This design comes from an exercise in tuning for small area, a short achievable clock period and few clock cycles per item on the open sky130 flow, not from production work. Where RTL was checked, it was by simulation tests only, not by an equivalence proof against the original. For runs 1, 2 and 4, only the layout was checked, not whether the RTL still works. Power is estimated from default activity; no workload was simulated.

## flow/config.mk

```make
export PLATFORM = sky130hd
export DESIGN_NAME = kadai4
export DESIGN_NICKNAME = kadai4
export VERILOG_FILES = /design/flow/design.v
export SDC_FILE = /design/flow/constraint.sdc
export NUM_CORES = 4
export LEC_CHECK = 0
export ABC_AREA = 1
export ABC_CLOCK_PERIOD_IN_PS = 2000
export CAP_MARGIN = 20
export CORE_MARGIN = 2
export CORE_UTILIZATION = 40
export CTS_BUF_LIST = sky130_fd_sc_hd__clkbuf_8
export CTS_CLUSTER_DIAMETER = 100
export CTS_CLUSTER_SIZE = 30
export SETUP_SLACK_MARGIN = 3.0
export SLEW_MARGIN = 20
```

## flow/constraint.sdc

```tcl
create_clock -name core_clock -period 5.0 [get_ports {CLK}]
set_input_delay 1.0000 -clock core_clock [delete_from_list [all_inputs] [get_ports {CLK}]]
set_output_delay 1.0000 -clock core_clock [all_outputs]
set_load 0.01 [all_outputs]
```

## flow/design.v

```verilog
module mult_s1(
    input [7:0] a,
    input [7:0] b,
    output [19:0] e
    );
    wire t1 = (a[0] & b[6]) ^ (a[1] & b[5]);
    wire t2 = (a[0] & b[6]) & (a[1] & b[5]);
    wire t3 = (a[0] & b[7]) ^ (a[1] & b[6]) ^ (a[2] & b[5]);
    wire t4 = ((a[0] & b[7]) & (a[1] & b[6])) | ((a[0] & b[7]) & (a[2] & b[5])) | ((a[1] & b[6]) & (a[2] & b[5]));
    wire t5 = (a[3] & b[4]) ^ (a[4] & b[3]);
    wire t6 = (a[3] & b[4]) & (a[4] & b[3]);
    wire t7 = (a[1] & b[7]) ^ (a[2] & b[6]) ^ (a[3] & b[5]);
    wire t8 = ((a[1] & b[7]) & (a[2] & b[6])) | ((a[1] & b[7]) & (a[3] & b[5])) | ((a[2] & b[6]) & (a[3] & b[5]));
    wire t9 = (a[4] & b[4]) ^ (a[5] & b[3]);
    wire t10 = (a[4] & b[4]) & (a[5] & b[3]);
    wire t11 = (a[2] & b[7]) ^ (a[3] & b[6]) ^ (a[4] & b[5]);
    wire t12 = ((a[2] & b[7]) & (a[3] & b[6])) | ((a[2] & b[7]) & (a[4] & b[5])) | ((a[3] & b[6]) & (a[4] & b[5]));
    wire t13 = (a[0] & b[4]) ^ (a[1] & b[3]);
    wire t14 = (a[0] & b[4]) & (a[1] & b[3]);
    wire t15 = (a[0] & b[5]) ^ (a[1] & b[4]) ^ (a[2] & b[3]);
    wire t16 = ((a[0] & b[5]) & (a[1] & b[4])) | ((a[0] & b[5]) & (a[2] & b[3])) | ((a[1] & b[4]) & (a[2] & b[3]));
    wire t17 = (a[3] & b[2]) ^ (a[4] & b[1]);
    wire t18 = (a[3] & b[2]) & (a[4] & b[1]);
    wire t19 = (a[2] & b[4]) ^ (a[3] & b[3]) ^ (a[4] & b[2]);
    wire t20 = ((a[2] & b[4]) & (a[3] & b[3])) | ((a[2] & b[4]) & (a[4] & b[2])) | ((a[3] & b[3]) & (a[4] & b[2]));
    wire t21 = (a[5] & b[1]) ^ (a[6] & b[0]) ^ t1;
    wire t22 = ((a[5] & b[1]) & (a[6] & b[0])) | ((a[5] & b[1]) & t1) | ((a[6] & b[0]) & t1);
    wire t23 = (a[5] & b[2]) ^ (a[6] & b[1]) ^ (a[7] & b[0]);
    wire t24 = ((a[5] & b[2]) & (a[6] & b[1])) | ((a[5] & b[2]) & (a[7] & b[0])) | ((a[6] & b[1]) & (a[7] & b[0]));
    wire t25 = t2 ^ t5 ^ t3;
    wire t26 = (t2 & t5) | (t2 & t3) | (t5 & t3);
    wire t27 = (a[6] & b[2]) ^ (a[7] & b[1]) ^ t6;
    wire t28 = ((a[6] & b[2]) & (a[7] & b[1])) | ((a[6] & b[2]) & t6) | ((a[7] & b[1]) & t6);
    wire t29 = t9 ^ t4 ^ t7;
    wire t30 = (t9 & t4) | (t9 & t7) | (t4 & t7);
    wire t31 = (a[5] & b[4]) ^ (a[6] & b[3]) ^ (a[7] & b[2]);
    wire t32 = ((a[5] & b[4]) & (a[6] & b[3])) | ((a[5] & b[4]) & (a[7] & b[2])) | ((a[6] & b[3]) & (a[7] & b[2]));
    wire t33 = t10 ^ t8 ^ t11;
    wire t34 = (t10 & t8) | (t10 & t11) | (t8 & t11);
    wire t35 = (a[3] & b[7]) ^ (a[4] & b[6]) ^ (a[5] & b[5]);
    wire t36 = ((a[3] & b[7]) & (a[4] & b[6])) | ((a[3] & b[7]) & (a[5] & b[5])) | ((a[4] & b[6]) & (a[5] & b[5]));
    wire t37 = (a[6] & b[4]) ^ (a[7] & b[3]) ^ t12;
    wire t38 = ((a[6] & b[4]) & (a[7] & b[3])) | ((a[6] & b[4]) & t12) | ((a[7] & b[3]) & t12);
    wire t39 = (a[4] & b[7]) ^ (a[5] & b[6]) ^ (a[6] & b[5]);
    wire t40 = ((a[4] & b[7]) & (a[5] & b[6])) | ((a[4] & b[7]) & (a[6] & b[5])) | ((a[5] & b[6]) & (a[6] & b[5]));
    wire t41 = (a[0] & b[3]) ^ (a[1] & b[2]);
    wire t42 = (a[0] & b[3]) & (a[1] & b[2]);
    wire t43 = (a[2] & b[2]) ^ (a[3] & b[1]) ^ (a[4] & b[0]);
    wire t44 = ((a[2] & b[2]) & (a[3] & b[1])) | ((a[2] & b[2]) & (a[4] & b[0])) | ((a[3] & b[1]) & (a[4] & b[0]));
    wire t45 = (a[5] & b[0]) ^ t14 ^ t17;
    wire t46 = ((a[5] & b[0]) & t14) | ((a[5] & b[0]) & t17) | (t14 & t17);
    wire t47 = t18 ^ t16 ^ t19;
    wire t48 = (t18 & t16) | (t18 & t19) | (t16 & t19);
    wire t49 = t20 ^ t23 ^ t22;
    wire t50 = (t20 & t23) | (t20 & t22) | (t23 & t22);
    wire t51 = t24 ^ t27 ^ t26;
    wire t52 = (t24 & t27) | (t24 & t26) | (t27 & t26);
    wire t53 = t31 ^ t28 ^ t30;
    wire t54 = (t31 & t28) | (t31 & t30) | (t28 & t30);
    wire t55 = t32 ^ t35 ^ t37;
    wire t56 = (t32 & t35) | (t32 & t37) | (t35 & t37);
    wire t57 = (a[7] & b[4]) ^ t36 ^ t39;
    wire t58 = ((a[7] & b[4]) & t36) | ((a[7] & b[4]) & t39) | (t36 & t39);
    wire t59 = (a[5] & b[7]) ^ (a[6] & b[6]) ^ (a[7] & b[5]);
    wire t60 = ((a[5] & b[7]) & (a[6] & b[6])) | ((a[5] & b[7]) & (a[7] & b[5])) | ((a[6] & b[6]) & (a[7] & b[5]));
    wire t61 = (a[0] & b[2]) ^ (a[1] & b[1]);
    wire t62 = (a[0] & b[2]) & (a[1] & b[1]);
    wire t63 = (a[2] & b[1]) ^ (a[3] & b[0]) ^ t41;
    wire t64 = ((a[2] & b[1]) & (a[3] & b[0])) | ((a[2] & b[1]) & t41) | ((a[3] & b[0]) & t41);
    wire t65 = t42 ^ t13 ^ t43;
    wire t66 = (t42 & t13) | (t42 & t43) | (t13 & t43);
    wire t67 = t44 ^ t15 ^ t45;
    wire t68 = (t44 & t15) | (t44 & t45) | (t15 & t45);
    wire t69 = t46 ^ t21 ^ t47;
    wire t70 = (t46 & t21) | (t46 & t47) | (t21 & t47);
    wire t71 = t48 ^ t25 ^ t49;
    wire t72 = (t48 & t25) | (t48 & t49) | (t25 & t49);
    wire t73 = t29 ^ t50 ^ t51;
    wire t74 = (t29 & t50) | (t29 & t51) | (t50 & t51);
    wire t75 = t33 ^ t52 ^ t53;
    wire t76 = (t33 & t52) | (t33 & t53) | (t52 & t53);
    wire t77 = t34 ^ t54 ^ t55;
    wire t78 = (t34 & t54) | (t34 & t55) | (t54 & t55);
    wire t79 = t38 ^ t57 ^ t56;
    wire t80 = (t38 & t57) | (t38 & t56) | (t57 & t56);
    wire t81 = t40 ^ t59 ^ t58;
    wire t82 = (t40 & t59) | (t40 & t58) | (t59 & t58);
    wire t83 = (a[6] & b[7]) ^ (a[7] & b[6]) ^ t60;
    wire t84 = ((a[6] & b[7]) & (a[7] & b[6])) | ((a[6] & b[7]) & t60) | ((a[7] & b[6]) & t60);
    wire t85 = (a[0] & b[1]) ^ (a[1] & b[0]);
    wire t86 = (a[0] & b[1]) & (a[1] & b[0]);
    wire t87 = t61 ^ (a[2] & b[0]) ^ t86;
    wire t88 = (t61 & (a[2] & b[0])) | (t61 & t86) | ((a[2] & b[0]) & t86);
    wire t89 = t62 ^ t63 ^ t88;
    wire t90 = (t62 & t63) | (t62 & t88) | (t63 & t88);
    wire t91 = t64 ^ t65 ^ t90;
    wire t92 = (t64 & t65) | (t64 & t90) | (t65 & t90);
    wire t93 = t66 ^ t67 ^ t92;
    wire t94 = (t66 & t67) | (t66 & t92) | (t67 & t92);
    wire t95 = t68 ^ t69 ^ t94;
    wire t96 = (t68 & t69) | (t68 & t94) | (t69 & t94);
    wire t97 = t70 ^ t71 ^ t96;
    wire t98 = (t70 & t71) | (t70 & t96) | (t71 & t96);
    wire t99 = t72 ^ t73 ^ t98;
    wire t100 = (t72 & t73) | (t72 & t98) | (t73 & t98);
    assign e[0] = t85;
    assign e[1] = t87;
    assign e[2] = t89;
    assign e[3] = t91;
    assign e[4] = t93;
    assign e[5] = t95;
    assign e[6] = t97;
    assign e[7] = t99;
    assign e[8] = t74;
    assign e[9] = t75;
    assign e[10] = t76;
    assign e[11] = t77;
    assign e[12] = t78;
    assign e[13] = t79;
    assign e[14] = t80;
    assign e[15] = t81;
    assign e[16] = t82;
    assign e[17] = t83;
    assign e[18] = t84;
    assign e[19] = t100;
endmodule
module mult_s2(
    input [7:0] a,
    input [7:0] b,
    input [19:0] e,
    output [15:0] x
    );
    assign x[0] = (a[0] & b[0]);
    assign x[1] = e[0];
    assign x[2] = e[1];
    assign x[3] = e[2];
    assign x[4] = e[3];
    assign x[5] = e[4];
    assign x[6] = e[5];
    assign x[7] = e[6];
    assign x[8] = e[7];
    wire s9 = e[8] ^ e[9] ^ e[19];
    wire g9 = (e[8] & e[9]) | (e[8] & e[19]) | (e[9] & e[19]);
    wire p9 = 1'b0;
    wire s10 = e[10] ^ e[11];
    wire g10 = e[10] & e[11];
    wire p10 = e[10] | e[11];
    wire s11 = e[12] ^ e[13];
    wire g11 = e[12] & e[13];
    wire p11 = e[12] | e[13];
    wire s12 = e[14] ^ e[15];
    wire g12 = e[14] & e[15];
    wire p12 = e[14] | e[15];
    wire s13 = e[16] ^ e[17];
    wire g13 = e[16] & e[17];
    wire p13 = e[16] | e[17];
    wire s14 = e[18] ^ (a[7] & b[7]);
    wire g14 = e[18] & (a[7] & b[7]);
    wire p14 = e[18] | (a[7] & b[7]);
    wire s15 = 1'b0 ^ 1'b0;
    wire g15 = 1'b0 & 1'b0;
    wire p15 = 1'b0 | 1'b0;
    wire G1 = g10 | (p10 & g9);
    wire P1 = p10 & p9;
    wire G2 = g12 | (p12 & g11);
    wire P2 = p12 & p11;
    wire G3 = g14 | (p14 & g13);
    wire P3 = p14 & p13;
    wire G4 = g11 | (p11 & G1);
    wire P4 = p11 & P1;
    wire G5 = G2 | (P2 & G1);
    wire P5 = P2 & P1;
    wire G6 = g15 | (p15 & G3);
    wire P6 = p15 & P3;
    wire G7 = g13 | (p13 & G5);
    wire P7 = p13 & P5;
    wire G8 = G3 | (P3 & G5);
    wire P8 = P3 & P5;
    wire G9 = G6 | (P6 & G5);
    wire P9 = P6 & P5;
    assign x[9] = s9;
    assign x[10] = s10 ^ g9;
    assign x[11] = s11 ^ G1;
    assign x[12] = s12 ^ G4;
    assign x[13] = s13 ^ G5;
    assign x[14] = s14 ^ G7;
    assign x[15] = s15 ^ G8;
endmodule
`timescale 1ns / 1ps
module kadai4 (
    input CLK,
    input RST,
    input [7:0] A,
    input [7:0] B,
    input ACK,
    input START,
    input HALT,
    output [15:0] X,
    output X_VALID,
    output REQ_AB
);
reg [15:0] r0, r1, r2, r3, r4, r5, r6, r7;
reg [19:0] e;
reg inp;             
reg outp;            
reg req;             
reg [2:0] cnt;       
reg [2:0] w;         
reg req_o;           
reg vld;             
wire abort = RST | HALT;
wire acc = req & ACK;
wire [19:0] part;
wire [15:0] prod;
mult_s1 ml1 (
    .a(r5[15:8]),
    .b(r5[7:0]),
    .e(part)
);
mult_s2 ml2 (
    .a(r6[15:8]),
    .b(r6[7:0]),
    .e(e),
    .x(prod)
);
always @(posedge CLK) begin
    r0 <= acc ? {A, B} : r6;
    r1 <= r0;
    r2 <= r1;
    r3 <= r2;
    r4 <= r3;
    r5 <= r4;
    r6 <= r5;
    e <= part;
    r7 <= prod;
end
wire idle = !inp && !outp;
wire cnt7 = (cnt == 3'd7);
wire [2:0] cnt_up = cnt + 3'd1;
wire [2:0] cnt_hold = idle ? 3'd0 : outp ? cnt_up : cnt;
wire [2:0] cnt_acc = idle ? 3'd0 : (outp || req) ? cnt_up : cnt;
wire req_nack = !abort && (inp ? (!req && w == 3'd1) : (idle && START));
wire req_ack = !abort && (inp ? (req ? !cnt7 : w == 3'd1) : (idle && START));
wire last = inp && req && cnt7;
wire inp_nack = !abort && (inp || (idle && START));
wire inp_ack = inp_nack && !last;
wire outp_nack = !abort && outp && !cnt7;
wire outp_ack = !abort && ((outp && !cnt7) || last);
always @(posedge CLK) begin
    cnt <= ACK ? cnt_acc : cnt_hold;
    w <= (req && !ACK) ? 3'd6 : w - 3'd1;
    req <= ACK ? req_ack : req_nack;
    inp <= ACK ? inp_ack : inp_nack;
    outp <= ACK ? outp_ack : outp_nack;
    req_o <= !abort && (inp ? (acc ? !cnt7 : (!req && w == 3'd1)) : (!outp && START));
    vld <= !abort && (inp ? (acc && cnt7) : (outp && !cnt7));
end
assign X = r7;
assign X_VALID = vld;
assign REQ_AB = req_o;
endmodule    
```

## flow/flow/run.sh

```bash
#!/bin/bash
# The standard layout, with Yosys's full-adder extraction left out (the adder
# trees are mapped by ABC from plain gates instead of sky130 fa/ha cells),
# plain buffers on the ports, and no dummy loads in the clock tree.
set -euo pipefail
bash standard.sh ADDER_MAP_FILE= \
  "BUFFER_PORTS_ARGS=-buffer_cell sky130_fd_sc_hd__buf_2" \
  "CTS_ARGS=-sink_clustering_enable -repair_clock_nets -dont_use_dummy_load -sink_clustering_size 30 -sink_clustering_max_diameter 100 -buf_list sky130_fd_sc_hd__clkbuf_8" \
  finish > flow.log 2>&1
```

## flow/standard.sh

```bash
#!/bin/bash
# synth_recipe.tcl (not shown) runs the flow's synth.tcl, then flattens the netlist and writes it again
# the make line also repeats each setting of config.mk as NAME=value (left out here)
make -C /OpenROAD-flow-scripts/flow DESIGN_CONFIG=/design/flow/config.mk WORK_HOME=/design/flow/orfs CLKGATE_MAP_FILE= SYNTH_SCRIPT=/design/flow/synth_recipe.tcl "${@:-finish}"
```

==> results of run 1 <==
-- how the worst max path moves through the flow --
stage	startpoint	to	slack [ns]	depth (start not counted)
final	vld	X_VALID	3.12	1
after global routing	r5[3]	e[7]	2.93	16
after CTS	r5[14]	e[7]	3.03	15
after detailed placement	ACK	outp	2.33	5
after global placement	ACK	outp	2.34	5
after floorplan	ACK	cnt[0]	3.09	3
-- kinds of logic (layout without fill, tap and decap cells) --
group	after synthesis	count (layout)
buffers and inverters	87	137
adder cells (fa/ha/maj)	1	1
AO/OA/AOI/OAI	44	44
XOR/XNOR	31	31
flip-flops	159	159
AND/OR/NAND/NOR	420	420
-- state kept, by name (all words and copies together) (netlist names), 3 cells and up --
register and count:
r6 16, r1 16, r0 16, r3 16
r2 16, r5 16, cnt 3, e 20
r4 16, w 3, r7 16
-- placed cells by master, fill, tap and decap left out, types with 8 or more instances in the layout --
cell / instances
sky130_fd_sc_hd__a21oi_1: 14
sky130_fd_sc_hd__buf_2: 38
sky130_fd_sc_hd__clkbuf_8: 17
sky130_fd_sc_hd__dfxtp_1: 140
sky130_fd_sc_hd__dfxtp_4: 14
sky130_fd_sc_hd__inv_1: 59
sky130_fd_sc_hd__inv_2: 9
sky130_fd_sc_hd__nand2_1: 278
sky130_fd_sc_hd__nand2_2: 42
sky130_fd_sc_hd__nand3_1: 24
sky130_fd_sc_hd__nand3_2: 12
sky130_fd_sc_hd__nand4_1: 8
sky130_fd_sc_hd__nor2_1: 33
sky130_fd_sc_hd__o21ai_0: 16
sky130_fd_sc_hd__xnor2_1: 12
sky130_fd_sc_hd__xor2_1: 16
-- metrics by stage --
stage | setup WS [ns] | hold WS [ns] | util [%] | total power (W) | area, um2
global route | 2.93 | 0.313 | 46.5 | 0.00257 | 6790
CTS | 3.03 | 0.311 | 44.7 | 0.00243 | 6520
global placement | 2.34 | 0.310 | 42.9 | 0.00174 | 6260
finish | 3.12 | 0.311 | 46.5 | 0.00243 | 6790
floorplan | 3.09 | 0.310 | - | 0.00169 | 5980
detailed placement | 2.33 | 0.312 | 42.9 | 0.00175 | 6260
-- final cells by class --
| class | count | area share, % |
|---|---|---|
| tap | 184 | 3.39 |
| multi-input combinational | 496 | 36.4 |
| inverter | 69 | 3.83 |
| timing repair buffer | 51 | 4.77 |
| clock buffer | 17 | 3.45 |
| sequential | 159 | 48.1 |
-- Yosys cell counts --
cell                         n  share of area [%]
sky130_fd_sc_hd__a211oi_1    1               0.13
sky130_fd_sc_hd__a21boi_0    2               0.25
sky130_fd_sc_hd__a21boi_2    1               0.19
sky130_fd_sc_hd__a21oi_1    16                1.3
sky130_fd_sc_hd__a22oi_1     2               0.25
sky130_fd_sc_hd__and2_1      1               0.10
sky130_fd_sc_hd__buf_2       3               0.25
sky130_fd_sc_hd__buf_4       9                1.1
sky130_fd_sc_hd__buf_6       4               0.75
sky130_fd_sc_hd__clkbuf_1    2               0.13
sky130_fd_sc_hd__clkinv_1    1              0.063
sky130_fd_sc_hd__dfxtp_1   156                 52
sky130_fd_sc_hd__edfxtp_1    3                1.5
sky130_fd_sc_hd__inv_1      60                3.8
sky130_fd_sc_hd__inv_2       8               0.50
sky130_fd_sc_hd__maj3_1      1               0.17
sky130_fd_sc_hd__nand2_1   293                 18
sky130_fd_sc_hd__nand2_2    27                2.8
sky130_fd_sc_hd__nand2_4     6                1.1
sky130_fd_sc_hd__nand3_1    32                2.7
sky130_fd_sc_hd__nand3_2     4               0.67
sky130_fd_sc_hd__nand3b_1    1               0.13
sky130_fd_sc_hd__nand4_1     8               0.84
sky130_fd_sc_hd__nor2_1     34                2.1
sky130_fd_sc_hd__nor2_2      5               0.52
sky130_fd_sc_hd__nor2_4      3               0.57
sky130_fd_sc_hd__nor3_1      3               0.25
sky130_fd_sc_hd__o21ai_0    17                1.4
sky130_fd_sc_hd__o21ai_1     2               0.17
sky130_fd_sc_hd__o21ai_2     1               0.15
sky130_fd_sc_hd__o21bai_1    2               0.25
sky130_fd_sc_hd__or2_1       1               0.10
sky130_fd_sc_hd__or2_2       2               0.21
sky130_fd_sc_hd__xnor2_1    13                1.9
sky130_fd_sc_hd__xor2_1     16                2.3
sky130_fd_sc_hd__xor2_2      2               0.54
-- repair_timing --
item / 4_1_cts / 5_1_grt
setup buffers: 0 / 13
endpoints found under the setup margin: 25 / 15
pin swaps: 0 / 10
gates resized for setup: 14 / 59
-- power breakdown --
group          leakage, nW  switching (W)  internal, W
clock network        0.122       0.000373     0.000300
logic                 1.99       0.000149     0.000114
registers             1.33      0.0000773      0.00141
-- routing by layer --
| layer | share of wire (%) | GRT usage (%) | vias up |
|---|---|---|---|
| met1 | 51 | 17.6 | 1797 |
| met5 | 0 | 0 | - |
| li1 | - | - | 2361 |
| met4 | 1.1 | 5.43 | 0 |
| met3 | 3.6 | 4.16 | 9 |
| met2 | 44 | 20.2 | 62 |
==> run notes, run 1 <==
| Result | Value | Unit |
|---|---|---|
| Synth cell types | 36 | - |
| Area of the die | 0.0159 | mm2 |
| Count of mapped cells out of synthesis | 742 | - |
| Worst skew pair latency | 0.43 | ns |
| Vias post-DR | 4229 | - |
| Non-filler instance count after layout | 976 | - |
| Layout-stage area growth over the synthesis result | 13.5 | % |
| Number of DRC markers after the initial detailed-route iteration | 191 | - |
| Worst hold-check path type | reg -> reg | - |
| Fill cell count | 1416 | - |
| Hold Startpoint | r4[12] | - |
| DR WL/cell | 10.3 | um |
| Post-synthesis instance area | 0.00598 | mm2 |
| Drt first pass iters | 4 | - |
| Required time of the critical path | 4.00 | ns |
| Hold violation total from the final report | 0 | - |
| Starting density of the core | 41.0 | % |
| TritonCTS sink count | 159 | - |
| Synth Area in XOR/XNOR | 4.79 | % |
| Final global-route overflow total | 0 | - |
| Worst Hold Depth | 0 | - |
| Sequential cell area | 0.00327 | mm2 |
| Critical-path cell with the highest stage delay | sky130_fd_sc_hd__dfxtp_1 | - |
| Worst flop-to-flop path startpoint | r5[3] | - |
| Antenna violations before repair | 0 | - |
| Die Span X | 126 | um |
| Count of final max-slew check failures | 0 | - |
| Largest net degree at the start of global routing | 20 | - |
| Run status | complete, no violations | - |
| Dominant combinational cell family by area after synthesis | simple AND/OR/NAND/NOR gates | - |
| Count of max-cap constraint violations | 0 | - |
| Chain of cells forming the critical path | buf_2 | - |
| Wire length of the first global-routing pass | 16900 | um |
| Number of design rule violations left after detail routing | 0 | - |
| Fraction of the mapped netlist area in compound gates | 4.14 | % |
| Total of warnings raised by yosys | 1 | - |
| PortBufs | 38 | - |
| Clock root buffer | sky130_fd_sc_hd__clkbuf_8 | - |
| Static Leakage | 3.44 | nW |
| DP Cell Count | 946 | - |
| Critical path fanouts, max | 1 | - |
| Part of the Yosys area used for sequential elements | 53.7 | % |
| Number of clock buffers inserted by TritonCTS | 17 | - |
| Combined global-route utilization of all metal layers | 13.3 | % |
| Num ports | 39 | - |
| Critical path's largest stage delay | 0.32 | ns |
| Multiplexer share of the synthesized area | 0 | % |
| Total area of multi-input combinational cells | 0.00247 | mm2 |
| Ratio of cells with drive above 1 in the final layout | 21.7 | % |
| Maximum resistive drop on vdd | 0.221 | mV |
| Average cell area after synthesis | 8.06 | um2 |
| Worst reg2reg setup slack | 3.14 | ns |
| Ant diodes | 0 | - |
| Final layout net count | 815 | - |
| Setup violations, final | 0 | - |
| End of the worst hold path | r5[12] | - |
| Number of buffers added to fix hold violations after cts | 0 | - |
| CTS tree | built | - |
| Length in cells of the worst reg-to-reg path | 20 | - |
| Aggregate routed wire length | 10000 | um |
| Routed Antenna Nets | 0 | - |
| WP buf/inv | 1 | - |
| Number of rows created at floorplan | 44 | - |
| Worst slew margin relative to its limit | 77.1 | % |
| Kind of end point of the critical path | primary output | - |
| Largest delay share family, worst path | flip-flops | - |
| Routability-driven placement congestion ratio | 0.805 | - |
| Category of the critical setup timing path | reg -> out | - |
| Worst slew pin tran | 0.343 | ns |
| Vias per Instance | 4.33 | - |
| Fraction of the cycle the final worst path needs | 37.7 | % |
| HPWL Detailed | 7020 | um |
| Number of register bits inferred by synthesis | 159 | - |
| Number of buffers on the longest clock path | 2 | - |
| Number of global-route vias before repair | 3829 | - |
| Unrepaired setup endpoints after global routing | yes | - |
| Power density over cell area | 358 | mW/mm2 |
| Simple-gate area share of the yosys netlist | 30.6 | % |
| Kind of launch point of the worst setup path | flip-flop | - |
| Adder and majority cell fraction of the synthesized area | 0.167 | % |
| Crit path arrival time | 0.88 | ns |
| Syn nets | 763 | - |
| Layout Skew | 0.0233 | ns |
| RR Endpoint | e[19] | - |
| Core outline area | 0.0146 | mm2 |
| Clock edge transition at the registers on the reported setup and hold paths | 0.08 | ns |
| Min cycle time layout | 1.88 | ns |
| Sum of negative setup slack | 0 | ns |
| H-tree depth | 4 | - |
| Highest clock frequency the design can meet | 531 | MHz |
| Die H | 126 | um |
==> inputs of run 2 (changes only) <==
--- a/flow/design.v
+++ b/flow/design.v
@@ -1,7 +1,7 @@
 module mult_s1(
     input [7:0] a,
     input [7:0] b,
-    output [19:0] e
+    output [21:0] e
     );
     wire t1 = (a[0] & b[6]) ^ (a[1] & b[5]);
     wire t2 = (a[0] & b[6]) & (a[1] & b[5]);
@@ -99,35 +99,33 @@
     wire t94 = (t66 & t67) | (t66 & t92) | (t67 & t92);
     wire t95 = t68 ^ t69 ^ t94;
     wire t96 = (t68 & t69) | (t68 & t94) | (t69 & t94);
-    wire t97 = t70 ^ t71 ^ t96;
-    wire t98 = (t70 & t71) | (t70 & t96) | (t71 & t96);
-    wire t99 = t72 ^ t73 ^ t98;
-    wire t100 = (t72 & t73) | (t72 & t98) | (t73 & t98);
     assign e[0] = t85;
     assign e[1] = t87;
     assign e[2] = t89;
     assign e[3] = t91;
     assign e[4] = t93;
     assign e[5] = t95;
-    assign e[6] = t97;
-    assign e[7] = t99;
-    assign e[8] = t74;
-    assign e[9] = t75;
-    assign e[10] = t76;
-    assign e[11] = t77;
-    assign e[12] = t78;
-    assign e[13] = t79;
-    assign e[14] = t80;
-    assign e[15] = t81;
-    assign e[16] = t82;
-    assign e[17] = t83;
-    assign e[18] = t84;
-    assign e[19] = t100;
+    assign e[6] = t70;
+    assign e[7] = t71;
+    assign e[8] = t72;
+    assign e[9] = t73;
+    assign e[10] = t74;
+    assign e[11] = t75;
+    assign e[12] = t76;
+    assign e[13] = t77;
+    assign e[14] = t78;
+    assign e[15] = t79;
+    assign e[16] = t80;
+    assign e[17] = t81;
+    assign e[18] = t82;
+    assign e[19] = t83;
+    assign e[20] = t84;
+    assign e[21] = t96;
 endmodule
 module mult_s2(
     input [7:0] a,
     input [7:0] b,
-    input [19:0] e,
+    input [21:0] e,
     output [15:0] x
     );
     assign x[0] = (a[0] & b[0]);
@@ -137,54 +135,23 @@
     assign x[4] = e[3];
     assign x[5] = e[4];
     assign x[6] = e[5];
-    assign x[7] = e[6];
-    assign x[8] = e[7];
-    wire s9 = e[8] ^ e[9] ^ e[19];
-    wire g9 = (e[8] & e[9]) | (e[8] & e[19]) | (e[9] & e[19]);
-    wire p9 = 1'b0;
-    wire s10 = e[10] ^ e[11];
-    wire g10 = e[10] & e[11];
-    wire p10 = e[10] | e[11];
-    wire s11 = e[12] ^ e[13];
-    wire g11 = e[12] & e[13];
-    wire p11 = e[12] | e[13];
-    wire s12 = e[14] ^ e[15];
-    wire g12 = e[14] & e[15];
-    wire p12 = e[14] | e[15];
-    wire s13 = e[16] ^ e[17];
-    wire g13 = e[16] & e[17];
-    wire p13 = e[16] | e[17];
-    wire s14 = e[18] ^ (a[7] & b[7]);
-    wire g14 = e[18] & (a[7] & b[7]);
-    wire p14 = e[18] | (a[7] & b[7]);
-    wire s15 = 1'b0 ^ 1'b0;
-    wire g15 = 1'b0 & 1'b0;
-    wire p15 = 1'b0 | 1'b0;
-    wire G1 = g10 | (p10 & g9);
-    wire P1 = p10 & p9;
-    wire G2 = g12 | (p12 & g11);
-    wire P2 = p12 & p11;
-    wire G3 = g14 | (p14 & g13);
-    wire P3 = p14 & p13;
-    wire G4 = g11 | (p11 & G1);
-    wire P4 = p11 & P1;
-    wire G5 = G2 | (P2 & G1);
-    wire P5 = P2 & P1;
-    wire G6 = g15 | (p15 & G3);
-    wire P6 = p15 & P3;
-    wire G7 = g13 | (p13 & G5);
-    wire P7 = p13 & P5;
-    wire G8 = G3 | (P3 & G5);
-    wire P8 = P3 & P5;
-    wire G9 = G6 | (P6 & G5);
-    wire P9 = P6 & P5;
-    assign x[9] = s9;
-    assign x[10] = s10 ^ g9;
-    assign x[11] = s11 ^ G1;
-    assign x[12] = s12 ^ G4;
-    assign x[13] = s13 ^ G5;
-    assign x[14] = s14 ^ G7;
-    assign x[15] = s15 ^ G8;
+    assign x[7] = e[6] ^ e[7] ^ e[21];
+    wire c1 = (e[6] & e[7]) | (e[6] & e[21]) | (e[7] & e[21]);
+    assign x[8] = e[8] ^ e[9] ^ c1;
+    wire c2 = (e[8] & e[9]) | (e[8] & c1) | (e[9] & c1);
+    assign x[9] = e[10] ^ e[11] ^ c2;
+    wire c3 = (e[10] & e[11]) | (e[10] & c2) | (e[11] & c2);
+    assign x[10] = e[12] ^ e[13] ^ c3;
+    wire c4 = (e[12] & e[13]) | (e[12] & c3) | (e[13] & c3);
+    assign x[11] = e[14] ^ e[15] ^ c4;
+    wire c5 = (e[14] & e[15]) | (e[14] & c4) | (e[15] & c4);
+    assign x[12] = e[16] ^ e[17] ^ c5;
+    wire c6 = (e[16] & e[17]) | (e[16] & c5) | (e[17] & c5);
+    assign x[13] = e[18] ^ e[19] ^ c6;
+    wire c7 = (e[18] & e[19]) | (e[18] & c6) | (e[19] & c6);
+    assign x[14] = e[20] ^ (a[7] & b[7]) ^ c7;
+    wire c8 = (e[20] & (a[7] & b[7])) | (e[20] & c7) | ((a[7] & b[7]) & c7);
+    assign x[15] = c8;
 endmodule
 `timescale 1ns / 1ps
 module kadai4 (
@@ -200,7 +167,7 @@
     output REQ_AB
 );
 reg [15:0] r0, r1, r2, r3, r4, r5, r6, r7;
-reg [19:0] e;
+reg [21:0] e;
 reg inp;             
 reg outp;            
 reg req;             
@@ -208,9 +175,10 @@
 reg [2:0] w;         
 reg req_o;           
 reg vld;             
+reg req_m;           
 wire abort = RST | HALT;
 wire acc = req & ACK;
-wire [19:0] part;
+wire [21:0] part;
 wire [15:0] prod;
 mult_s1 ml1 (
     .a(r5[15:8]),
@@ -224,7 +192,7 @@
     .x(prod)
 );
 always @(posedge CLK) begin
-    r0 <= acc ? {A, B} : r6;
+    r0 <= (req_m & ACK) ? {A, B} : r6;
     r1 <= r0;
     r2 <= r1;
     r3 <= r2;
@@ -254,6 +222,7 @@
     outp <= ACK ? outp_ack : outp_nack;
     req_o <= !abort && (inp ? (acc ? !cnt7 : (!req && w == 3'd1)) : (!outp && START));
     vld <= !abort && (inp ? (acc && cnt7) : (outp && !cnt7));
+    req_m <= !abort && (inp ? (req_m ? (ACK && !cnt7) : w == 3'd1) : (!outp && START));
 end
 assign X = r7;
 assign X_VALID = vld;
==> run notes, run 2 <==
| Result | Value | Unit | Change |
|---|---|---|---|
| Run status | complete, no violations | - |  |
| Total area of multi-input combinational cells | 0.00220 | mm2 | -11% |
| Number of buffers on the longest clock path | 2 | - | unchanged |
| Maximum resistive drop on vdd | 0.248 | mV | +12% |
| Post-synthesis instance area | 0.00581 | mm2 | -2.9% |
| Starting density of the core | 40.4 | % | -0.56 points |
| Part of the Yosys area used for sequential elements | 56.4 | % | +2.6 points |
| Worst slack after detailed placement | 2.49 | ns | +0.164 ns |
| Share of the synthesized area in the top cell type | 54.8 | % | +2.6 points |
| Final global-route overflow total | 0 | - | unchanged |
| Critical path fanouts, max | 1 | - | unchanged |
| Most instantiated library cell after synthesis | sky130_fd_sc_hd__nand2_1 | - |  |
| Die Span X | 124 | um | -1.4% |
| Net switching power figure | 0.000570 | W | -4.9% |
| Number of design rule violations left after detail routing | 0 | - | unchanged |
| Routed Antenna Nets | 0 | - | unchanged |
| Relative contribution of the clock network to total power | 27.8 | % | about the same |
| Worst flop-to-flop path startpoint | r5[6] | - |  |
| Unrepaired setup endpoints after global routing | yes | - |  |
| Hold violation total from the final report | 0 | - | unchanged |
| Top cell type by total area after synthesis | sky130_fd_sc_hd__dfxtp_1 | - |  |
| Category of the critical setup timing path | reg -> out | - |  |
| CTS tree | built | - |  |
| Total of warnings raised by yosys | 1 | - | unchanged |
| Vias per Instance | 4.39 | - | +1.4% |
| Most common flop cell mapped by yosys | sky130_fd_sc_hd__dfxtp_1 | - |  |
| Setup violations, final | 0 | - | unchanged |
| Hold Startpoint | r2[10] | - |  |
| Core outline area | 0.0144 | mm2 | -1.5% |
| PortBufs | 38 | - | unchanged |
| Number of buffers added to fix hold violations after cts | 0 | - | unchanged |
| Fraction of the cycle the final worst path needs | 37.6 | % | -0.067 points |
| Drt first pass iters | 5 | - | +1 |
| Most used cells in the layout excluding fill and tap cells | 316 x sky130_fd_sc_hd__nand2_1, 146 x sky130_fd_sc_hd__dfxtp_1, 49 x sky130_fd_sc_hd__inv_1, 38 x sky130_fd_sc_hd__buf_2, 31 x sky130_fd_sc_hd__nand3_1 | - |  |
| Area contributors post-synth | sky130_fd_sc_hd__dfxtp_1 55%, sky130_fd_sc_hd__nand2_1 20%, sky130_fd_sc_hd__xor2_1 3.9% | - |  |
| Worst slew pin tran | 0.515 | ns | +0.172 ns |
| Largest delay share family, worst path | flip-flops | - |  |
| Number of global-route vias before repair | 3800 | - | -0.76% |
| Die H | 124 | um | -1.4% |
| Area of the die | 0.0155 | mm2 | -2.8% |
| Kind of launch point of the worst setup path | flip-flop | - |  |
| Post-synth EDFFs | 3 | - | unchanged |
| Layout-stage area growth over the synthesis result | 9.27 | % |  |
| Aggregate routed wire length | 9080 | um | -9.5% |
| Final layout net count | 761 | - | -6.6% |
| Antenna violations before repair | 0 | - | unchanged |
| Number of clock buffers inserted by TritonCTS | 17 | - | unchanged |
| Power density over cell area | 379 | mW/mm2 | +5.9% |
| Chain of cells forming the critical path | buf_2 | - |  |
| WP buf/inv | 1 | - | unchanged |
| Highest clock frequency the design can meet | 532 | MHz | +0.18% |
| Net Sw Frac | 23.7 | % | -0.96 points |
| Min cycle time layout | 1.88 | ns | -0.00336 ns |
| Worst skew pair latency | 0.44 | ns | about the same |
| DR WL/cell | 9.85 | um | -4.2% |
| Max FFs per register | 22 | - | +10% |
| Syn nets | 723 | - | -5.2% |
| Number of rows created at floorplan | 44 | - | unchanged |
| Fill cell count | 1429 | - | +0.92% |
| Number of buffers inserted to repair setup after CTS | 0 | - | unchanged |
| Crit path from | req_o | - |  |
| Most frequent standard cell in the layout excluding fill and tap cells | sky130_fd_sc_hd__nand2_1 | - |  |
| Smallest setup slack after layout | 3.12 | ns | +0.00336 ns |
| Layout Skew | 0.0301 | ns | +0.00687 ns |
| Combined global-route utilization of all metal layers | 12.6 | % | -0.68 points |
| Crit path arrival time | 0.88 | ns | about the same |
| Num ports | 39 | - | unchanged |
| Critical path's largest stage delay | 0.32 | ns | about the same |
| H-tree depth | 4 | - | unchanged |
| Vias post-DR | 4049 | - | -4.3% |
| Ys async rst share | 0 | % | unchanged |
| Sequential cell area | 0.00330 | mm2 | +0.88% |
| HPWL Detailed | 6780 | um | -3.5% |
| Clock root buffer | sky130_fd_sc_hd__clkbuf_8 | - |  |
| Ratio of cells with drive above 1 in the final layout | 12.6 | % | -9.1 points |
| Routability-driven placement congestion ratio | 0.865 | - | +7.5% |
| Largest net degree at the start of global routing | 18 | - | -10% |
| Required time of the critical path | 4.00 | ns | about the same |
| Clock edge transition at the registers on the reported setup and hold paths | 0.07 | ns | about the same |
| Internal power | 0.00183 | W | +0.21% |
| Count of mapped cells out of synthesis | 702 | - | -5.4% |
| Count of final max-slew check failures | 0 | - | unchanged |
| Number of register bits inferred by synthesis | 162 | - | +1.9% |
| Proportion of power drawn by flip-flops and latches | 63.6 | % | +2.1 points |
| Sum of negative setup slack | 0 | ns | unchanged |
| Ant diodes | 0 | - | unchanged |
| Gate power share | 8.6 | % | -2.3 points |
| Synth cell count leaders | 316 x sky130_fd_sc_hd__nand2_1, 159 x sky130_fd_sc_hd__dfxtp_1, 49 x sky130_fd_sc_hd__inv_1 | - |  |
| Wire length of the first global-routing pass | 15700 | um | -6.9% |
| Worst hold-check path type | reg -> reg | - |  |
| Worst slew margin relative to its limit | 65.6 | % | -11 points |
| Most flop-heavy register | e | - |  |
| Average cell area after synthesis | 8.27 | um2 | +2.7% |
| Critical-path cell with the highest stage delay | sky130_fd_sc_hd__dfxtp_1 | - |  |
| Static Leakage | 3.14 | nW | -8.7% |
| Kind of end point of the critical path | primary output | - |  |
| Final Core Density | 44.2 | % | -2.4 points |
| Number of DRC markers after the initial detailed-route iteration | 127 | - | -34% |
| Count of max-cap constraint violations | 0 | - | unchanged |
| TritonCTS sink count | 162 | - | +1.9% |
| Synth cell types | 30 | - | -17% |
## run 2: cell types whose count changed in the layout (fill, tap and decap cells not counted), moves of 8 or more
| cell | delta |
|---|---|
| sky130_fd_sc_hd__dfxtp_4 | -11 |
| sky130_fd_sc_hd__nand3_2 | -12 |
| sky130_fd_sc_hd__nand2_2 | -34 |
| sky130_fd_sc_hd__dfxtp_2 | +8 |
| sky130_fd_sc_hd__inv_1 | -10 |
| sky130_fd_sc_hd__o21ai_0 | -10 |
| sky130_fd_sc_hd__nand2_1 | +38 |
| sky130_fd_sc_hd__xor2_1 | +10 |
| sky130_fd_sc_hd__nor2_1 | -13 |
## run 2: power by group through the flow
stage / logic, W / clock network (W) / registers, W
5_1_grt: 0.000240 / 0.000766 / 0.00155
6_report: 0.000207 / 0.000667 / 0.00153
4_1_cts: 0.000210 / 0.000705 / 0.00153
3_3_place_gp: 0.000203 / 0 / 0.00155
3_5_place_dp: 0.000209 / 0 / 0.00155
2_1_floorplan: 0.000199 / 0 / 0.00151
## run 2: cells by family after synthesis
logic type | count (synthesis) | share of synthesized area, %
and+or+nand+nor | 403 | 28.4
buffers and inverters | 71 | 5.80
xor gates and xnor gates | 45 | 7.30
DFF | 162 | 56.4
AOI/OAI and AO/OA | 21 | 2.15
## run 2: final timing paths
check	to	slack (ns)	cells after the start
worst min-delay path	r3[10]	0.31	0
worst max register to register	e[13]	3.19	11
worst max-delay path	REQ_AB	3.12	1
worst min register to register	r3[10]	0.31	0
## run 2: metal layers
metal	up-vias	wire length, um	part of all wire [%]	track usage [%]
met5	-	0	0	0
met4	0	152	1.7	7.14
met3	13	426	4.7	4.30
met2	81	4130	45	19.9
met1	1756	4380	48	15.0
li1	2199	-	-	-
## run 2: area by class of cell
cell class                 count  area share, %
tap                          184           3.63
inverter                      52           3.10
timing repair buffer          38           3.00
clock buffer                  17           3.69
multi-input combinational    469           34.6
sequential                   162           52.0
## run 2: repair_timing
item                       4_1_cts  5_1_grt
resized for setup                1       16
setup endpoints to repair        1       11
cloned                           0        0
## run 2: per-stage QoR
stage	instance area [um2]	power (W)	hold slack, ns	instances
global route	6340	0.00255	0.312	922
global placement	6090	0.00175	0.310	905
finish	6340	0.00240	0.313	922
CTS	6320	0.00244	0.314	922
floorplan	5810	0.00171	0.310	702
detailed placement	6090	0.00176	0.312	905
==> inputs of run 3 (changes only) <==
--- a/flow/design.v
+++ b/flow/design.v
@@ -175,7 +175,6 @@
 reg [2:0] w;         
 reg req_o;           
 reg vld;             
-reg req_m;           
 wire abort = RST | HALT;
 wire acc = req & ACK;
 wire [21:0] part;
@@ -192,7 +191,7 @@
     .x(prod)
 );
 always @(posedge CLK) begin
-    r0 <= (req_m & ACK) ? {A, B} : r6;
+    r0 <= acc ? {A, B} : r6;
     r1 <= r0;
     r2 <= r1;
     r3 <= r2;
@@ -222,7 +221,6 @@
     outp <= ACK ? outp_ack : outp_nack;
     req_o <= !abort && (inp ? (acc ? !cnt7 : (!req && w == 3'd1)) : (!outp && START));
     vld <= !abort && (inp ? (acc && cnt7) : (outp && !cnt7));
-    req_m <= !abort && (inp ? (req_m ? (ACK && !cnt7) : w == 3'd1) : (!outp && START));
 end
 assign X = r7;
 assign X_VALID = vld;
==> run notes, run 3 <==
| Result | Value | Unit | Change |
|---|---|---|---|
| RR Endpoint | e[5] | - |  |
| Hold Startpoint | r0[5] | - |  |
| Critical path's largest stage delay | 0.31 | ns | about the same |
| Number of clock buffers inserted by TritonCTS | 17 | - | unchanged |
| Maximum resistive drop on vdd | 0.278 | mV | +12% |
| Syn nets | 723 | - | unchanged |
| Count of max-cap constraint violations | 0 | - | unchanged |
| Critical path fanouts, max | 1 | - | unchanged |
| Number of register bits inferred by synthesis | 161 | - | -0.62% |
| Static Leakage | 3.14 | nW | about the same |
| CTS tree | built | - |  |
| Vias per Instance | 4.33 | - | -1.5% |
| Ratio of cells with drive above 1 in the final layout | 13.4 | % | +0.79 points |
| Min cycle time layout | 1.86 | ns | -0.0196 ns |
| Final layout net count | 762 | - | +0.13% |
| Die Span X | 124 | um | -0.64% |
| Combined global-route utilization of all metal layers | 13.2 | % | +0.56 points |
| Aggregate routed wire length | 9170 | um | +0.97% |
| Most instantiated library cell after synthesis | sky130_fd_sc_hd__nand2_1 | - |  |
| Critical-path cell with the highest stage delay | sky130_fd_sc_hd__dfxtp_1 | - |  |
| End of the worst hold path | r1[5] | - |  |
| Worst flop-to-flop path startpoint | r5[14] | - |  |
| Count of final max-slew check failures | 0 | - | unchanged |
| Length in cells of the worst reg-to-reg path | 14 | - | +3 |
| Num ports | 39 | - | unchanged |
| PortBufs | 38 | - | unchanged |
| Chain of cells forming the critical path | buf_2 | - |  |
| Average cell area after synthesis | 8.16 | um2 | -1.3% |
| Core outline area | 0.0139 | mm2 | -3.0% |
| Logic depth of the worst path, buffers included | 1 | - | unchanged |
| Starting density of the core | 41.1 | % | +0.71 points |
| Area of the die | 0.0153 | mm2 | -1.3% |
| Synth cell types | 30 | - | unchanged |
| Die H | 124 | um | -0.64% |
| Fraction of the cycle the final worst path needs | 37.2 | % | -0.39 points |
| TritonCTS sink count | 161 | - | -0.62% |
| Drt first pass iters | 4 | - | -1 |
| Largest delay share family, worst path | flip-flops | - |  |
| Area contributors post-synth | sky130_fd_sc_hd__dfxtp_1 55%, sky130_fd_sc_hd__nand2_1 20%, sky130_fd_sc_hd__xor2_1 3.8% | - |  |
| Layout-stage area growth over the synthesis result | 9.65 | % |  |
| Max FFs per register | 22 | - | unchanged |
| Worst Hold Depth | 0 | - | unchanged |
| Routed Antenna Nets | 0 | - | unchanged |
| Vias post-DR | 3977 | - | -1.8% |
| Clock root buffer | sky130_fd_sc_hd__clkbuf_8 | - |  |
| Largest net degree at the start of global routing | 20 | - | +2 |
| Worst hold-check path type | reg -> reg | - |  |
| Number of rows created at floorplan | 43 | - | -2.3% |
| H-tree depth | 4 | - | unchanged |
| Count of mapped cells out of synthesis | 702 | - | unchanged |
| Worst reg2reg setup slack | 3.19 | ns | about the same |
| Worst slew pin tran | 0.426 | ns | -0.0892 ns |
| Number of global-route vias before repair | 3557 | - | -6.4% |
| Hold violation total from the final report | 0 | - | unchanged |
| Wire length of the first global-routing pass | 15500 | um | -1.4% |
| Ant diodes | 0 | - | unchanged |
| Final Core Density | 45.1 | % | +0.94 points |
| Most common flop cell mapped by yosys | sky130_fd_sc_hd__dfxtp_1 | - |  |
| Post-synth EDFFs | 3 | - | unchanged |
| Kind of launch point of the worst setup path | flip-flop | - |  |
| Part of the Yosys area used for sequential elements | 56.8 | % | +0.40 points |
| Kind of end point of the critical path | primary output | - |  |
| DR WL/cell | 9.98 | um | +1.3% |
| Most flop-heavy register | e | - |  |
| Number of buffers added to fix hold violations after cts | 0 | - | unchanged |
| Highest clock frequency the design can meet | 537 | MHz | +1.1% |
| Worst slew margin relative to its limit | 71.6 | % | +6.0 points |
| Number of design rule violations left after detail routing | 0 | - | unchanged |
| Worst slack after detailed placement | 2.33 | ns | -0.162 ns |
| Post-synthesis instance area | 0.00573 | mm2 | -1.3% |
| Unrepaired setup endpoints after global routing | yes | - |  |
| Antenna violations before repair | 0 | - | unchanged |
| Share of the synthesized area in the top cell type | 55.2 | % | +0.38 points |
| Layout Skew | 0.0224 | ns | -0.00770 ns |
| Total of warnings raised by yosys | 1 | - | unchanged |
| Clock edge transition at the registers on the reported setup and hold paths | 0.08 | ns | about the same |
| WP buf/inv | 1 | - | unchanged |
| Most frequent standard cell in the layout excluding fill and tap cells | sky130_fd_sc_hd__nand2_1 | - |  |
| Category of the critical setup timing path | reg -> out | - |  |
| Power density over cell area | 381 | mW/mm2 | +0.64% |
| Routability-driven placement congestion ratio | 0.868 | - | +0.24% |
| Synth cell count leaders | 310 x sky130_fd_sc_hd__nand2_1, 158 x sky130_fd_sc_hd__dfxtp_1, 41 x sky130_fd_sc_hd__inv_1 | - |  |
| Worst skew pair latency | 0.44 | ns | about the same |
| Most used cells in the layout excluding fill and tap cells | 309 x sky130_fd_sc_hd__nand2_1, 146 x sky130_fd_sc_hd__dfxtp_1, 41 x sky130_fd_sc_hd__inv_1, 38 x sky130_fd_sc_hd__buf_2, 30 x sky130_fd_sc_hd__nand3_1 | - |  |
| Ys async rst share | 0 | % | unchanged |
| Crit path arrival time | 0.86 | ns | -0.02 ns |
| Number of DRC markers after the initial detailed-route iteration | 195 | - | +54% |
| Required time of the critical path | 4.00 | ns | about the same |
| Sum of negative setup slack | 0 | ns | unchanged |
| Top cell type by total area after synthesis | sky130_fd_sc_hd__dfxtp_1 | - |  |
| Hold Slack | 0.317 | ns | +0.00388 ns |
| HPWL Detailed | 6610 | um | -2.4% |
| Number of buffers on the longest clock path | 2 | - | unchanged |
| Smallest setup slack after layout | 3.14 | ns | +0.0196 ns |
| Run status | complete, no violations | - |  |
| Setup violations, final | 0 | - | unchanged |
| Final global-route overflow total | 0 | - | unchanged |
-- run 3: cell families after synthesis --
family	count (synthesis)	share of synthesized area [%]
AND/OR/NAND/NOR	405	28.8
buffers and inverters	70	5.46
AO/OA/AOI/OAI	25	2.40
flip-flops	161	56.8
XOR/XNOR	41	6.53
-- run 3: worst max-delay path by stage --
stage,start,end,slack (ns)
after floorplan,ACK,cnt[0],3.09
after global placement,ACK,outp,2.47
after detailed placement,ACK,outp,2.33
after CTS,r5[10],e[5],3.03
after global routing,r5[14],e[5],2.92
final,vld,X_VALID,3.14
-- run 3: layout make-up --
cell class / instances / area [um2]
fill: 1316 / 7650
sequential: 161 / 3270
multi-input combinational: 471 / 2170
clock buffer: 17 / 234
tap: 180 / 225
inverter: 52 / 196
timing repair buffer: 38 / 190
-- run 3: stage by stage --
step,cells,total power [W],cell area [um2]
floorplan,702,0.00169,5730
global placement,902,0.00174,6030
detailed placement,902,0.00175,6030
CTS,919,0.00243,6260
global route,919,0.00253,6280
finish,919,0.00239,6280
-- run 3: what timing repair did --
| item | CTS | global route |
|---|---|---|
| resized for setup | 1 | 14 |
| setup buffers | 0 | 0 |
| endpoints found under the setup margin | 19 | 14 |
-- run 3: power by group --
part           internal [W]  total [W]  switching [W]  leakage (nW)
clock              0.000300   0.000675       0.000375         0.122
sequential          0.00143    0.00152      0.0000866          1.34
combinational     0.0000885   0.000202       0.000113          1.68
total               0.00182    0.00239       0.000575          3.14
-- run 3: per-layer routing --
layer,global-route usage [%],vias to the layer above,share of wire (%)
met4,6.53,0,1.7
met2,20.5,79,45
met5,0,-,0
li1,-,2203,-
met3,4.26,15,4.2
met1,16.4,1680,49
Testbench counts of run 3, summed over its fixed seeds: cycles 3,264, items 1,536.
==> inputs of run 4 (changes only) <==
--- a/flow/design.v
+++ b/flow/design.v
@@ -1,7 +1,7 @@
 module mult_s1(
     input [7:0] a,
     input [7:0] b,
-    output [21:0] e
+    output [22:0] e
     );
     wire t1 = (a[0] & b[6]) ^ (a[1] & b[5]);
     wire t2 = (a[0] & b[6]) & (a[1] & b[5]);
@@ -97,35 +97,34 @@
     wire t92 = (t64 & t65) | (t64 & t90) | (t65 & t90);
     wire t93 = t66 ^ t67 ^ t92;
     wire t94 = (t66 & t67) | (t66 & t92) | (t67 & t92);
-    wire t95 = t68 ^ t69 ^ t94;
-    wire t96 = (t68 & t69) | (t68 & t94) | (t69 & t94);
     assign e[0] = t85;
     assign e[1] = t87;
     assign e[2] = t89;
     assign e[3] = t91;
     assign e[4] = t93;
-    assign e[5] = t95;
-    assign e[6] = t70;
-    assign e[7] = t71;
-    assign e[8] = t72;
-    assign e[9] = t73;
-    assign e[10] = t74;
-    assign e[11] = t75;
-    assign e[12] = t76;
-    assign e[13] = t77;
-    assign e[14] = t78;
-    assign e[15] = t79;
-    assign e[16] = t80;
-    assign e[17] = t81;
-    assign e[18] = t82;
-    assign e[19] = t83;
-    assign e[20] = t84;
-    assign e[21] = t96;
+    assign e[5] = t68;
+    assign e[6] = t69;
+    assign e[7] = t70;
+    assign e[8] = t71;
+    assign e[9] = t72;
+    assign e[10] = t73;
+    assign e[11] = t74;
+    assign e[12] = t75;
+    assign e[13] = t76;
+    assign e[14] = t77;
+    assign e[15] = t78;
+    assign e[16] = t79;
+    assign e[17] = t80;
+    assign e[18] = t81;
+    assign e[19] = t82;
+    assign e[20] = t83;
+    assign e[21] = t84;
+    assign e[22] = t94;
 endmodule
 module mult_s2(
     input [7:0] a,
     input [7:0] b,
-    input [21:0] e,
+    input [22:0] e,
     output [15:0] x
     );
     assign x[0] = (a[0] & b[0]);
@@ -134,24 +133,25 @@
     assign x[3] = e[2];
     assign x[4] = e[3];
     assign x[5] = e[4];
-    assign x[6] = e[5];
-    assign x[7] = e[6] ^ e[7] ^ e[21];
-    wire c1 = (e[6] & e[7]) | (e[6] & e[21]) | (e[7] & e[21]);
-    assign x[8] = e[8] ^ e[9] ^ c1;
-    wire c2 = (e[8] & e[9]) | (e[8] & c1) | (e[9] & c1);
-    assign x[9] = e[10] ^ e[11] ^ c2;
-    wire c3 = (e[10] & e[11]) | (e[10] & c2) | (e[11] & c2);
-    assign x[10] = e[12] ^ e[13] ^ c3;
-    wire c4 = (e[12] & e[13]) | (e[12] & c3) | (e[13] & c3);
-    assign x[11] = e[14] ^ e[15] ^ c4;
-    wire c5 = (e[14] & e[15]) | (e[14] & c4) | (e[15] & c4);
-    assign x[12] = e[16] ^ e[17] ^ c5;
-    wire c6 = (e[16] & e[17]) | (e[16] & c5) | (e[17] & c5);
-    assign x[13] = e[18] ^ e[19] ^ c6;
-    wire c7 = (e[18] & e[19]) | (e[18] & c6) | (e[19] & c6);
-    assign x[14] = e[20] ^ (a[7] & b[7]) ^ c7;
-    wire c8 = (e[20] & (a[7] & b[7])) | (e[20] & c7) | ((a[7] & b[7]) & c7);
-    assign x[15] = c8;
+    assign x[6] = e[5] ^ e[6] ^ e[22];
+    wire c1 = (e[5] & e[6]) | (e[5] & e[22]) | (e[6] & e[22]);
+    assign x[7] = e[7] ^ e[8] ^ c1;
+    wire c2 = (e[7] & e[8]) | (e[7] & c1) | (e[8] & c1);
+    assign x[8] = e[9] ^ e[10] ^ c2;
+    wire c3 = (e[9] & e[10]) | (e[9] & c2) | (e[10] & c2);
+    assign x[9] = e[11] ^ e[12] ^ c3;
+    wire c4 = (e[11] & e[12]) | (e[11] & c3) | (e[12] & c3);
+    assign x[10] = e[13] ^ e[14] ^ c4;
+    wire c5 = (e[13] & e[14]) | (e[13] & c4) | (e[14] & c4);
+    assign x[11] = e[15] ^ e[16] ^ c5;
+    wire c6 = (e[15] & e[16]) | (e[15] & c5) | (e[16] & c5);
+    assign x[12] = e[17] ^ e[18] ^ c6;
+    wire c7 = (e[17] & e[18]) | (e[17] & c6) | (e[18] & c6);
+    assign x[13] = e[19] ^ e[20] ^ c7;
+    wire c8 = (e[19] & e[20]) | (e[19] & c7) | (e[20] & c7);
+    assign x[14] = e[21] ^ (a[7] & b[7]) ^ c8;
+    wire c9 = (e[21] & (a[7] & b[7])) | (e[21] & c8) | ((a[7] & b[7]) & c8);
+    assign x[15] = c9;
 endmodule
 `timescale 1ns / 1ps
 module kadai4 (
@@ -167,7 +167,7 @@
     output REQ_AB
 );
 reg [15:0] r0, r1, r2, r3, r4, r5, r6, r7;
-reg [21:0] e;
+reg [22:0] e;
 reg inp;             
 reg outp;            
 reg req;             
@@ -177,7 +177,7 @@
 reg vld;             
 wire abort = RST | HALT;
 wire acc = req & ACK;
-wire [21:0] part;
+wire [22:0] part;
 wire [15:0] prod;
 mult_s1 ml1 (
     .a(r5[15:8]),
==> run notes, run 4 <==
| Result | Value | Unit | Change |
|---|---|---|---|
| Run status | complete, no violations | - |  |
| Most used cells in the layout excluding fill and tap cells | 248 x sky130_fd_sc_hd__nand2_1, 148 x sky130_fd_sc_hd__dfxtp_1, 38 x sky130_fd_sc_hd__inv_1, 38 x sky130_fd_sc_hd__buf_2, 33 x sky130_fd_sc_hd__nor2_1 | - |  |
| Area contributors post-synth | sky130_fd_sc_hd__dfxtp_1 57%, sky130_fd_sc_hd__nand2_1 17%, sky130_fd_sc_hd__xor2_1 5.0% | - |  |
| Highest clock frequency the design can meet | 529 | MHz | -1.6% |
| Number of buffers inserted to repair setup after CTS | 0 | - | unchanged |
| Area of the die | 0.0150 | mm2 | -1.8% |
| Kind of launch point of the worst setup path | flip-flop | - |  |
| Static Leakage | 2.83 | nW | -9.9% |
| Required time of the critical path | 4.00 | ns | about the same |
| Worst hold-check path type | reg -> reg | - |  |
| Clock root buffer | sky130_fd_sc_hd__clkbuf_8 | - |  |
| Worst Hold Depth | 0 | - | unchanged |
| Worst skew pair latency | 0.44 | ns | about the same |
| Most flop-heavy register | e | - |  |
| Drt first pass iters | 4 | - | unchanged |
| Core outline area | 0.0138 | mm2 | -0.77% |
| PortBufs | 38 | - | unchanged |
| Number of design rule violations left after detail routing | 0 | - | unchanged |
| Worst slew margin relative to its limit | 60.9 | % | -11 points |
| Average cell area after synthesis | 8.71 | um2 | +6.7% |
| Number of buffers on the longest clock path | 2 | - | unchanged |
| Number of buffers added to fix hold violations after cts | 0 | - | unchanged |
| Combined global-route utilization of all metal layers | 13.2 | % | +0.054 points |
| Worst reg2reg setup slack | 3.19 | ns | about the same |
| Power Total | 0.00239 | W | -0.17% |
| Total area of multi-input combinational cells | 0.00208 | mm2 | -4.1% |
| Syn nets | 667 | - | -7.7% |
| Power density over cell area | 388 | mW/mm2 | +1.7% |
| Count of final max-slew check failures | 0 | - | unchanged |
| Final global-route overflow total | 0 | - | unchanged |
| Length in cells of the worst reg-to-reg path | 8 | - | -6 |
| Worst flop-to-flop path startpoint | r5[2] | - |  |
| Routed Antenna Nets | 0 | - | unchanged |
| Vias per Instance | 4.35 | - | +0.46% |
| Hold Startpoint | r2[9] | - |  |
| Count of max-cap constraint violations | 0 | - | unchanged |
| Hold violation total from the final report | 0 | - | unchanged |
| Number of global-route vias before repair | 3614 | - | +1.6% |
| WP buf/inv | 1 | - | unchanged |
| Layout Skew | 0.0275 | ns | +0.00508 ns |
| Critical-path cell with the highest stage delay | sky130_fd_sc_hd__dfxtp_1 | - |  |
| DR WL/cell | 10.2 | um | +1.9% |
| Top cell type by total area after synthesis | sky130_fd_sc_hd__dfxtp_1 | - |  |
| Kind of end point of the critical path | primary output | - |  |
| Synth cell count leaders | 251 x sky130_fd_sc_hd__nand2_1, 159 x sky130_fd_sc_hd__dfxtp_1, 38 x sky130_fd_sc_hd__inv_1 | - |  |
| Number of clock buffers inserted by TritonCTS | 17 | - | unchanged |
| End of the worst hold path | r3[9] | - |  |
| H-tree depth | 4 | - | unchanged |
| Total of warnings raised by yosys | 1 | - | unchanged |
| Wire length of the first global-routing pass | 15100 | um | -2.8% |
| TritonCTS sink count | 162 | - | +0.62% |
| Ant diodes | 0 | - | unchanged |
| Num ports | 39 | - | unchanged |
| Largest net degree at the start of global routing | 20 | - | unchanged |
| Post-synth EDFFs | 3 | - | unchanged |
| Starting density of the core | 40.7 | % | -0.45 points |
| Die H | 123 | um | -0.90% |
| Share of the synthesized area in the top cell type | 56.6 | % | +1.4 points |
| Number of rows created at floorplan | 43 | - | unchanged |
| Worst slack after detailed placement | 2.42 | ns | +0.0928 ns |
| Ratio of cells with drive above 1 in the final layout | 13.5 | % | +0.074 points |
| Aggregate routed wire length | 8770 | um | -4.3% |
| CTS tree | built | - |  |
| Layout-stage area growth over the synthesis result | 9.63 | % | about the same |
| Routability-driven placement congestion ratio | 0.810 | - | -6.6% |
| Fill cell count | 1327 | - | +0.84% |
| Number of DRC markers after the initial detailed-route iteration | 116 | - | -41% |
| Synth cell types | 35 | - | +17% |
| RR Endpoint | e[12] | - |  |
| HPWL Detailed | 6560 | um | -0.83% |
| Final layout net count | 706 | - | -7.3% |
| Largest delay share family, worst path | flip-flops | - |  |
| Hold Slack | 0.319 | ns | +0.00181 ns |
| Number of register bits inferred by synthesis | 162 | - | +0.62% |
| Clock edge transition at the registers on the reported setup and hold paths | 0.08 | ns | about the same |
| Critical path's largest stage delay | 0.33 | ns | +0.02 ns |
| Sequential cell area | 0.00329 | mm2 | +0.50% |
| Setup violations, final | 0 | - | unchanged |
| Post-synthesis instance area | 0.00562 | mm2 | -1.9% |
| Critical path fanouts, max | 1 | - | unchanged |
| Most instantiated library cell after synthesis | sky130_fd_sc_hd__nand2_1 | - |  |
| Ys async rst share | 0 | % | unchanged |
| Antenna violations before repair | 0 | - | unchanged |
| Fraction of the cycle the final worst path needs | 37.8 | % | +0.59 points |
| Sum of negative setup slack | 0 | ns | unchanged |
| Category of the critical setup timing path | reg -> out | - |  |
| Count of mapped cells out of synthesis | 646 | - | -8.0% |
| Die Span X | 123 | um | -0.90% |
| Crit path arrival time | 0.89 | ns | +0.03 ns |
| Most common flop cell mapped by yosys | sky130_fd_sc_hd__dfxtp_1 | - |  |
| Max FFs per register | 23 | - | +4.5% |
| Chain of cells forming the critical path | buf_2 | - |  |
| Most frequent standard cell in the layout excluding fill and tap cells | sky130_fd_sc_hd__nand2_1 | - |  |
| Min cycle time layout | 1.89 | ns | +0.0297 ns |
| Smallest setup slack after layout | 3.11 | ns | -0.0297 ns |
| Worst slew pin tran | 0.584 | ns | +0.159 ns |
| Unrepaired setup endpoints after global routing | yes | - |  |
| Part of the Yosys area used for sequential elements | 58.2 | % | +1.4 points |
| Vias post-DR | 3752 | - | -5.7% |
| Maximum resistive drop on vdd | 0.263 | mV | -5.1% |
==> run 4: cell count changes in the layout (fill, tap and decap cells not counted), sizes merged, moves of 4 or more <==
cell   before  now
o21ai      13   30
nand4       8    4
inv        50   39
xor2       27   34
nand3      31   12
nor2       28   33
nand2     320  259
==> run 4: logic make-up (layout without fill, tap and decap cells) <==
group / Yosys count / in the layout / share of synthesized area [%]
XOR/XNOR: 49 / 49 / 8.03
AND/OR/NAND/NOR: 326 / 326 / 23.6
buffers and inverters: 58 / 95 / 4.98
flip-flops: 162 / 162 / 58.2
AO/OA/AOI/OAI: 51 / 51 / 5.23
==> run 4: timing repair <==
item | in CTS | in global routing
gates resized for setup | 1 | 14
setup endpoints to repair | 9 | 13
hold endpoints to repair | 0 | 0
==> run 4: through the flow <==
stage	area [um2]	std cells	utilization [%]
after floorplan	5620	646	-
after global placement	5910	846	42.7
after detailed placement	5910	846	42.7
after CTS	6140	863	44.4
after global routing	6170	863	44.6
final	6170	863	44.6
==> run 4: layout make-up <==
class	count	area share [%]
Multi-Input combinational cell	426	33.7
Inverter	40	2.46
Timing Repair Buffer	38	3.08
Clock buffer	17	3.79
Sequential cell	162	53.3
Tap cell	180	3.65
==> run 4: how the worst max path moves through the flow <==
stage / startpoint / slack, ns / cells past startpoint / endpoint
finish: r7[15] / 3.11 / 1 / X[15]
global route: r5[12] / 2.97 / 9 / e[12]
CTS: r5[5] / 3.04 / 11 / e[4]
detailed placement: ACK / 2.42 / 5 / inp
global placement: ACK / 2.50 / 5 / outp
floorplan: ACK / 3.09 / 3 / cnt[0]
==> run 4: power breakdown <==
group	total, W	internal, W	switching (W)
registers	0.00152	0.00144	0.0000844
logic	0.000196	0.0000894	0.000107
clock network	0.000670	0.000299	0.000370
total	0.00239	0.00183	0.000561
==> run 4: per-layer routing <==
layer | vias up | GRT usage (%) | wire, um
met5 | - | 0 | 0
met4 | 0 | 7.47 | 219
met3 | 16 | 5.07 | 378
met2 | 66 | 21.3 | 4050
met1 | 1625 | 15.0 | 4130
li1 | 2045 | - | -

==> static timing again, ports no longer ideal <==
In the flow no input, the clock included, has a driving cell. The finished layouts below were timed again as built, in two steps.
Step 1, drivers: a clkbuf_16 drives CLK and a buf_2 each remaining input, both assumed.
Step 2 moves the port delays by t, midway between the first and last clock arrival at a register: inputs arrive t later, outputs are due t later. That takes back most of the time a late clock gives input paths.
a / b / c = ideal ports / drivers / drivers and shift; a / b = the first two.
run	shift t [ns]	setup WS [ns]	worst slew at a driven data input, ns
run 1	0.460	3.115 / 3.081 / 2.938	0.03
run 2	0.460	3.119 / 3.086 / 2.758	0.03
run 3	0.458	3.138 / 3.105 / 2.926	0.03
run 4	0.467	3.109 / 3.071 / 2.680	0.03
After both steps every run listed still meets setup and hold. The setup slack of run 4, which loses most, moves by -0.038 ns with the drivers and by -0.429 ns with both steps.
